Background: an optimization exercise with open tools, aiming at small area, a short achievable clock period and few clock cycles. Do not read the settings as production practice. Function was checked by simulation only, so behaviour that the tests miss may differ from the original.

Setup of v6:
Design SHA256, start of the top module:
module SHA256(idata, odata, eoc, clk, rst, soc, rd, hash);
	input  clk, rst, soc, rd;
	input  [31:0] idata;
	output [31:0] odata;
	output eoc;
	output [255:0] hash;
	localparam [255:0] IV = {32'h6a09e667, 32'hbb67ae85, 32'h3c6ef372, 32'ha54ff53a,
	                         32'h510e527f, 32'h9b05688c, 32'h1f83d9ab, 32'h5be0cd19};
	reg        rst_r;
	reg  [6:0] cnt;
	reg  [2:0] ptr;                               
	reg        eoc_r;
	wire sat    = cnt[6] & cnt[1];                
	wire rnd    = (|cnt) & (~cnt[6] | (cnt[5:0] == 6'd0));  
	wire last   = cnt[6] & (cnt[5:0] == 6'd0);    
	wire fin    = cnt[6] & (cnt[5:0] == 6'd1);    
	wire ff     = (cnt == 7'd62) | (cnt == 7'd63);  
	wire load   = (cnt[6:3] == 4'd0) & (cnt[2:0] != 3'd0) & (cnt[2:0] <= 3'd4);  
	wire wsel   = |cnt[6:4];                       
	assign eoc = eoc_r;
	always @(posedge clk) begin
		rst_r <= rst;
		if (soc)
			cnt <= 7'd0;
		else if (!sat)
			cnt <= cnt + 7'd1;
		eoc_r <= ~soc & (sat | fin);
		if (soc)
			ptr <= 3'd1;
		else if (rd & eoc_r)
			ptr <= ptr + 3'd1;
	end
	reg  [31:0] w [0:15];
	wire [31:0] w1 = w[1], w14 = w[14];
	wire [31:0] ls0 = {w1[6:0], w1[31:7]} ^ {w1[17:0], w1[31:18]} ^ (w1 >> 3);
  ...
Size: roughly 7,900 cells after synthesis, ~330 I/O pins.
==> flow/config.mk <==
export PLATFORM = sky130hd
export DESIGN_NAME = SHA256
export DESIGN_NICKNAME = SHA256
export VERILOG_FILES = /design/flow/design.v
export SDC_FILE = /design/flow/constraint.sdc
export NUM_CORES = 4
export LEC_CHECK = 0
export ABC_AREA = 1
export CAP_MARGIN = 20
export CORE_MARGIN = 2
export CORE_UTILIZATION = 40
export SLEW_MARGIN = 20
==> flow/constraint.sdc <==
create_clock -name core_clock -period 11.0 [get_ports {clk}]
set_input_delay 2.2000 -clock core_clock [delete_from_list [all_inputs] [get_ports {clk}]]
set_output_delay 2.2000 -clock core_clock [all_outputs]
set_load 0.01 [all_outputs]
standard.sh (not shown) runs the stock make flow with config.mk's settings and CLKGATE_MAP_FILE= SYNTH_SCRIPT=/design/flow/synth_recipe.tcl, a recipe that flattens the netlist after the stock synthesis.
==> flow/flow/run.sh <==
#!/bin/bash
set -euo pipefail
bash standard.sh "DONT_USE_CELLS=sky130_fd_sc_hd__probe_p_8 sky130_fd_sc_hd__probec_p_8 sky130_fd_sc_hd__lpflow_bleeder_1 sky130_fd_sc_hd__lpflow_clkbufkapwr_1 sky130_fd_sc_hd__lpflow_clkbufkapwr_16 sky130_fd_sc_hd__lpflow_clkbufkapwr_2 sky130_fd_sc_hd__lpflow_clkbufkapwr_4 sky130_fd_sc_hd__lpflow_clkbufkapwr_8 sky130_fd_sc_hd__lpflow_clkinvkapwr_1 sky130_fd_sc_hd__lpflow_clkinvkapwr_16 sky130_fd_sc_hd__lpflow_clkinvkapwr_2 sky130_fd_sc_hd__lpflow_clkinvkapwr_4 sky130_fd_sc_hd__lpflow_clkinvkapwr_8 sky130_fd_sc_hd__lpflow_decapkapwr_12 sky130_fd_sc_hd__lpflow_decapkapwr_3 sky130_fd_sc_hd__lpflow_decapkapwr_4 sky130_fd_sc_hd__lpflow_decapkapwr_6 sky130_fd_sc_hd__lpflow_decapkapwr_8 sky130_fd_sc_hd__lpflow_inputiso0n_1 sky130_fd_sc_hd__lpflow_inputiso0p_1 sky130_fd_sc_hd__lpflow_inputiso1n_1 sky130_fd_sc_hd__lpflow_inputiso1p_1 sky130_fd_sc_hd__lpflow_inputisolatch_1 sky130_fd_sc_hd__lpflow_isobufsrc_1 sky130_fd_sc_hd__lpflow_isobufsrc_16 sky130_fd_sc_hd__lpflow_isobufsrc_2 sky130_fd_sc_hd__lpflow_isobufsrc_4 sky130_fd_sc_hd__lpflow_isobufsrc_8 sky130_fd_sc_hd__lpflow_isobufsrckapwr_16 sky130_fd_sc_hd__lpflow_lsbuf_lh_hl_isowell_tap_1 sky130_fd_sc_hd__lpflow_lsbuf_lh_hl_isowell_tap_2 sky130_fd_sc_hd__lpflow_lsbuf_lh_hl_isowell_tap_4 sky130_fd_sc_hd__lpflow_lsbuf_lh_isowell_4 sky130_fd_sc_hd__lpflow_lsbuf_lh_isowell_tap_1 sky130_fd_sc_hd__lpflow_lsbuf_lh_isowell_tap_2 sky130_fd_sc_hd__lpflow_lsbuf_lh_isowell_tap_4  sky130_fd_sc_hd__fa_1 sky130_fd_sc_hd__fa_2 sky130_fd_sc_hd__fa_4 sky130_fd_sc_hd__ha_1 sky130_fd_sc_hd__ha_2 sky130_fd_sc_hd__ha_4" SETUP_SLACK_MARGIN=7.0 > standard.log 2>&1
Looking at the reports, v6 completed the entire flow and the layout it produced met the timing, design-rule and antenna checks.
Testbench counts of v6, summed over its fixed seeds: cycles 19,902.
The following lists how v7 was set up differently from v6:
Settings: setting CTS_BUF_LIST to sky130_fd_sc_hd__clkbuf_8 for the first time.
## What came out
Looking at area growth from synthesis to layout across v7 and v6, the one that comes out lower is v6.
Route | v7 vs v6 | wire longer in v7
v6 has lower number of global-route vias before repair than v7.
v7 — worst path arrival time 0.03 ns lower, v6 as reference
The worst setup path startpoint comes out B[2]$_SDFFE_PP1P_ in one run and E[6]$_SDFFE_PP1P_ in the other, namely in v6 and v7 respectively.
Re post-layout minimum cycle time: v6 was higher than v7.
Cell area of v7 is on par with v6.
Diff v7 and v6: final setup slack of the worst path lower in v6
There was hardly any difference in number of filler instances in the final layout between v6 and v7.
On fmax: v7 sits above v6.

SHA256, a different RTL version from the one above (not shown whole).
Size: ~7900 cells after synthesis, ~56000 µm² of cells after synthesis.
export LEC_CHECK = 0
export ABC_AREA = 1
export CAP_MARGIN = 20
export CORE_MARGIN = 2
export CORE_UTILIZATION = 50
export SLEW_MARGIN = 20
create_clock -name core_clock -period 11.0 [get_ports {clk}]
==> flow/flow/run.sh <==
#!/bin/bash
set -euo pipefail
# Up to clock tree synthesis, repair_timing aims at a 7.4 ns setup margin;
# after global routing only at 7.0 ns, so that it does not add buffers
# chasing the last tenths of a nanosecond with routed parasitics.
bash standard.sh "DONT_USE_CELLS=sky130_fd_sc_hd__probe_p_8 sky130_fd_sc_hd__probec_p_8 sky130_fd_sc_hd__lpflow_bleeder_1 sky130_fd_sc_hd__lpflow_clkbufkapwr_1 sky130_fd_sc_hd__lpflow_clkbufkapwr_16 sky130_fd_sc_hd__lpflow_clkbufkapwr_2 sky130_fd_sc_hd__lpflow_clkbufkapwr_4 sky130_fd_sc_hd__lpflow_clkbufkapwr_8 sky130_fd_sc_hd__lpflow_clkinvkapwr_1 sky130_fd_sc_hd__lpflow_clkinvkapwr_16 sky130_fd_sc_hd__lpflow_clkinvkapwr_2 sky130_fd_sc_hd__lpflow_clkinvkapwr_4 sky130_fd_sc_hd__lpflow_clkinvkapwr_8 sky130_fd_sc_hd__lpflow_decapkapwr_12 sky130_fd_sc_hd__lpflow_decapkapwr_3 sky130_fd_sc_hd__lpflow_decapkapwr_4 sky130_fd_sc_hd__lpflow_decapkapwr_6 sky130_fd_sc_hd__lpflow_decapkapwr_8 sky130_fd_sc_hd__lpflow_inputiso0n_1 sky130_fd_sc_hd__lpflow_inputiso0p_1 sky130_fd_sc_hd__lpflow_inputiso1n_1 sky130_fd_sc_hd__lpflow_inputiso1p_1 sky130_fd_sc_hd__lpflow_inputisolatch_1 sky130_fd_sc_hd__lpflow_isobufsrc_1 sky130_fd_sc_hd__lpflow_isobufsrc_16 sky130_fd_sc_hd__lpflow_isobufsrc_2 sky130_fd_sc_hd__lpflow_isobufsrc_4 sky130_fd_sc_hd__lpflow_isobufsrc_8 sky130_fd_sc_hd__lpflow_isobufsrckapwr_16 sky130_fd_sc_hd__lpflow_lsbuf_lh_hl_isowell_tap_1 sky130_fd_sc_hd__lpflow_lsbuf_lh_hl_isowell_tap_2 sky130_fd_sc_hd__lpflow_lsbuf_lh_hl_isowell_tap_4 sky130_fd_sc_hd__lpflow_lsbuf_lh_isowell_4 sky130_fd_sc_hd__lpflow_lsbuf_lh_isowell_tap_1 sky130_fd_sc_hd__lpflow_lsbuf_lh_isowell_tap_2 sky130_fd_sc_hd__lpflow_lsbuf_lh_isowell_tap_4  sky130_fd_sc_hd__fa_1 sky130_fd_sc_hd__fa_2 sky130_fd_sc_hd__fa_4 sky130_fd_sc_hd__ha_1 sky130_fd_sc_hd__ha_2 sky130_fd_sc_hd__ha_4" SETUP_SLACK_MARGIN=7.4 "CTS_ARGS=-sink_clustering_enable -repair_clock_nets -dont_use_dummy_load -sink_clustering_size 20 -sink_clustering_max_diameter 100" "BUFFER_PORTS_ARGS=-buffer_cell sky130_fd_sc_hd__buf_2" cts > standard_cts.log 2>&1
bash standard.sh "DONT_USE_CELLS=sky130_fd_sc_hd__probe_p_8 sky130_fd_sc_hd__probec_p_8 sky130_fd_sc_hd__lpflow_bleeder_1 sky130_fd_sc_hd__lpflow_clkbufkapwr_1 sky130_fd_sc_hd__lpflow_clkbufkapwr_16 sky130_fd_sc_hd__lpflow_clkbufkapwr_2 sky130_fd_sc_hd__lpflow_clkbufkapwr_4 sky130_fd_sc_hd__lpflow_clkbufkapwr_8 sky130_fd_sc_hd__lpflow_clkinvkapwr_1 sky130_fd_sc_hd__lpflow_clkinvkapwr_16 sky130_fd_sc_hd__lpflow_clkinvkapwr_2 sky130_fd_sc_hd__lpflow_clkinvkapwr_4 sky130_fd_sc_hd__lpflow_clkinvkapwr_8 sky130_fd_sc_hd__lpflow_decapkapwr_12 sky130_fd_sc_hd__lpflow_decapkapwr_3 sky130_fd_sc_hd__lpflow_decapkapwr_4 sky130_fd_sc_hd__lpflow_decapkapwr_6 sky130_fd_sc_hd__lpflow_decapkapwr_8 sky130_fd_sc_hd__lpflow_inputiso0n_1 sky130_fd_sc_hd__lpflow_inputiso0p_1 sky130_fd_sc_hd__lpflow_inputiso1n_1 sky130_fd_sc_hd__lpflow_inputiso1p_1 sky130_fd_sc_hd__lpflow_inputisolatch_1 sky130_fd_sc_hd__lpflow_isobufsrc_1 sky130_fd_sc_hd__lpflow_isobufsrc_16 sky130_fd_sc_hd__lpflow_isobufsrc_2 sky130_fd_sc_hd__lpflow_isobufsrc_4 sky130_fd_sc_hd__lpflow_isobufsrc_8 sky130_fd_sc_hd__lpflow_isobufsrckapwr_16 sky130_fd_sc_hd__lpflow_lsbuf_lh_hl_isowell_tap_1 sky130_fd_sc_hd__lpflow_lsbuf_lh_hl_isowell_tap_2 sky130_fd_sc_hd__lpflow_lsbuf_lh_hl_isowell_tap_4 sky130_fd_sc_hd__lpflow_lsbuf_lh_isowell_4 sky130_fd_sc_hd__lpflow_lsbuf_lh_isowell_tap_1 sky130_fd_sc_hd__lpflow_lsbuf_lh_isowell_tap_2 sky130_fd_sc_hd__lpflow_lsbuf_lh_isowell_tap_4  sky130_fd_sc_hd__fa_1 sky130_fd_sc_hd__fa_2 sky130_fd_sc_hd__fa_4 sky130_fd_sc_hd__ha_1 sky130_fd_sc_hd__ha_2 sky130_fd_sc_hd__ha_4" SETUP_SLACK_MARGIN=7.0 "CTS_ARGS=-sink_clustering_enable -repair_clock_nets -dont_use_dummy_load -sink_clustering_size 20 -sink_clustering_max_diameter 100" "BUFFER_PORTS_ARGS=-buffer_cell sky130_fd_sc_hd__buf_2" finish > standard_finish.log 2>&1
Testbench counts at the start, summed over its fixed seeds: cycles 19,902.
Rerun with:
--- a/flow/config.mk
+++ b/flow/config.mk
@@ -9,4 +9,4 @@
 export CAP_MARGIN = 20
 export CORE_MARGIN = 2
-export CORE_UTILIZATION = 50
+export CORE_UTILIZATION = 65
 export SLEW_MARGIN = 20
The changed run did not get past global routing.
Area after synthesis stays the same.
Synthesized cell count stays the same.
Rerun with:
--- a/flow/config.mk
+++ b/flow/config.mk
@@ -9,4 +9,4 @@
 export CAP_MARGIN = 20
 export CORE_MARGIN = 2
-export CORE_UTILIZATION = 65
+export CORE_UTILIZATION = 55
 export SLEW_MARGIN = 20
Result:
- The changed run completed without violations
- synthesized cell count stays the same
- area after synthesis stays the same

== main ==
Another version of the RTL of SHA256 (not shown whole).
Size in the first run: roughly 5900 cells after synthesis, ~1100 flip-flops, ~330 I/O pins, ~53000 um^2 of cells after synthesis.
Settings: LEC_CHECK=0, ABC_AREA=1, CAP_MARGIN=20, CORE_MARGIN=2, CORE_UTILIZATION=40, SLEW_MARGIN=20; clock period 11.0 ns.
run.sh (not shown) runs the stock make flow with config.mk's settings and CLKGATE_MAP_FILE= SYNTH_SCRIPT=/design/flow/synth_recipe.tcl, a recipe that flattens the netlist after the stock synthesis.
Stock flow here: none of the scripts above is used.
main went all the way through the flow, and no timing, DRC or antenna check failed.
Testbench counts of main, summed over its fixed seeds: cycles 19,902.
What the feature branch does differently from main at the input level:
==> flow/flow/run.sh (new file) <==
#!/bin/bash
set -euo pipefail
bash standard.sh SETUP_SLACK_MARGIN=6.5 > standard.log 2>&1
==> flow/standard.sh (new file) <==
#!/bin/bash
# synth_recipe.tcl (not shown) runs the flow's synth.tcl, then flattens the netlist and writes it again
# the make line also repeats each setting of config.mk as NAME=value (left out here)
make -C /OpenROAD-flow-scripts/flow DESIGN_CONFIG=/design/flow/config.mk WORK_HOME=/design/flow/orfs CLKGATE_MAP_FILE= SYNTH_SCRIPT=/design/flow/synth_recipe.tcl "${@:-finish}"
removed: flow/run.sh
- The feature branch: PASS, flow complete, no timing, DRC or antenna violations
- Compared with main, the feature branch shows routed length on met3 that has gone up by a few percent.
- Run comparison: the feature branch launching element of the worst setup path H[25]$_SDFFE_PP1P_; main launching element of the worst setup path A[1]$_SDFFE_PP1P_
- Compare the feature branch and main | wire length of the first global-routing pass lower: main
- Between main and the feature branch, utilization after layout increased.
- Compared with main, the feature branch shows number of gates on the worst path with buffers counted lower by 5.
- The maximum clock frequency of the feature branch is higher than that of main.
- The area growth from synthesis to final layout in the feature branch sits 6.3 points above the value recorded for main.
- A cell with the biggest individual delay on the critical path of sky130_fd_sc_hd__fa_1 is what the feature branch shows, while sky130_fd_sc_hd__dfxtp_1 belongs to main.
- Diff main..the feature branch | worst hold slack after final layout | negligible
- Endpoint required time on the critical path, the feature branch and main, higher one = main.

==> afterwards: timing with drivers on the ports <==
The flow's constraints put no driver on any port. The routed layouts listed below were extracted and timed again, unchanged, in two steps.
Step 1 (the two cells are an assumption about what drives the block):
set clk [get_ports {clk}]
set_driving_cell -lib_cell sky130_fd_sc_hd__clkbuf_16 $clk
set_driving_cell -lib_cell sky130_fd_sc_hd__buf_2 [delete_from_list [all_inputs] $clk]
Step 2 times the ports against the registers' clock, not the clock port: input delays grow and output delays shrink by t, the midpoint of the rising clock arrivals with the driver on.
Slacks: ideal ports / drivers / drivers and shift; pairs: ideal ports / drivers.
run | t (ns) | slack for setup (ns) | hold slack, ns | worst setup path after step 2 | cell pins on the clock port's net
v6 | 0.851 | 7.009 / 6.920 / 6.934 | 0.288 / 0.288 / 0.288 | input to register | 1
v7 | 1.018 | 7.036 / 6.967 / 6.941 | 0.286 / 0.286 / 0.286 | input to register | 1
the first run of note 2 | 0.732 | 7.100 / 7.100 / 7.100 | 0.300 / 0.300 / 0.300 | register to register | 1
the third run of note 2 | 0.741 | 7.231 / 7.231 / 7.199 | 0.292 / 0.292 / 0.292 | input to register | 1
main | 0.843 | 4.601 / 4.601 / 4.601 | 0.262 / 0.262 / 0.262 | register to register | 1
the feature branch | 0.844 | 6.357 / 6.357 / 6.070 | 0.262 / 0.262 / 0.262 | input to register | 1
After both steps every run listed still meets setup and hold. For the feature branch, which loses most, drivers alone change the setup slack by 0.000 ns; drivers and shift together by -0.287 ns.
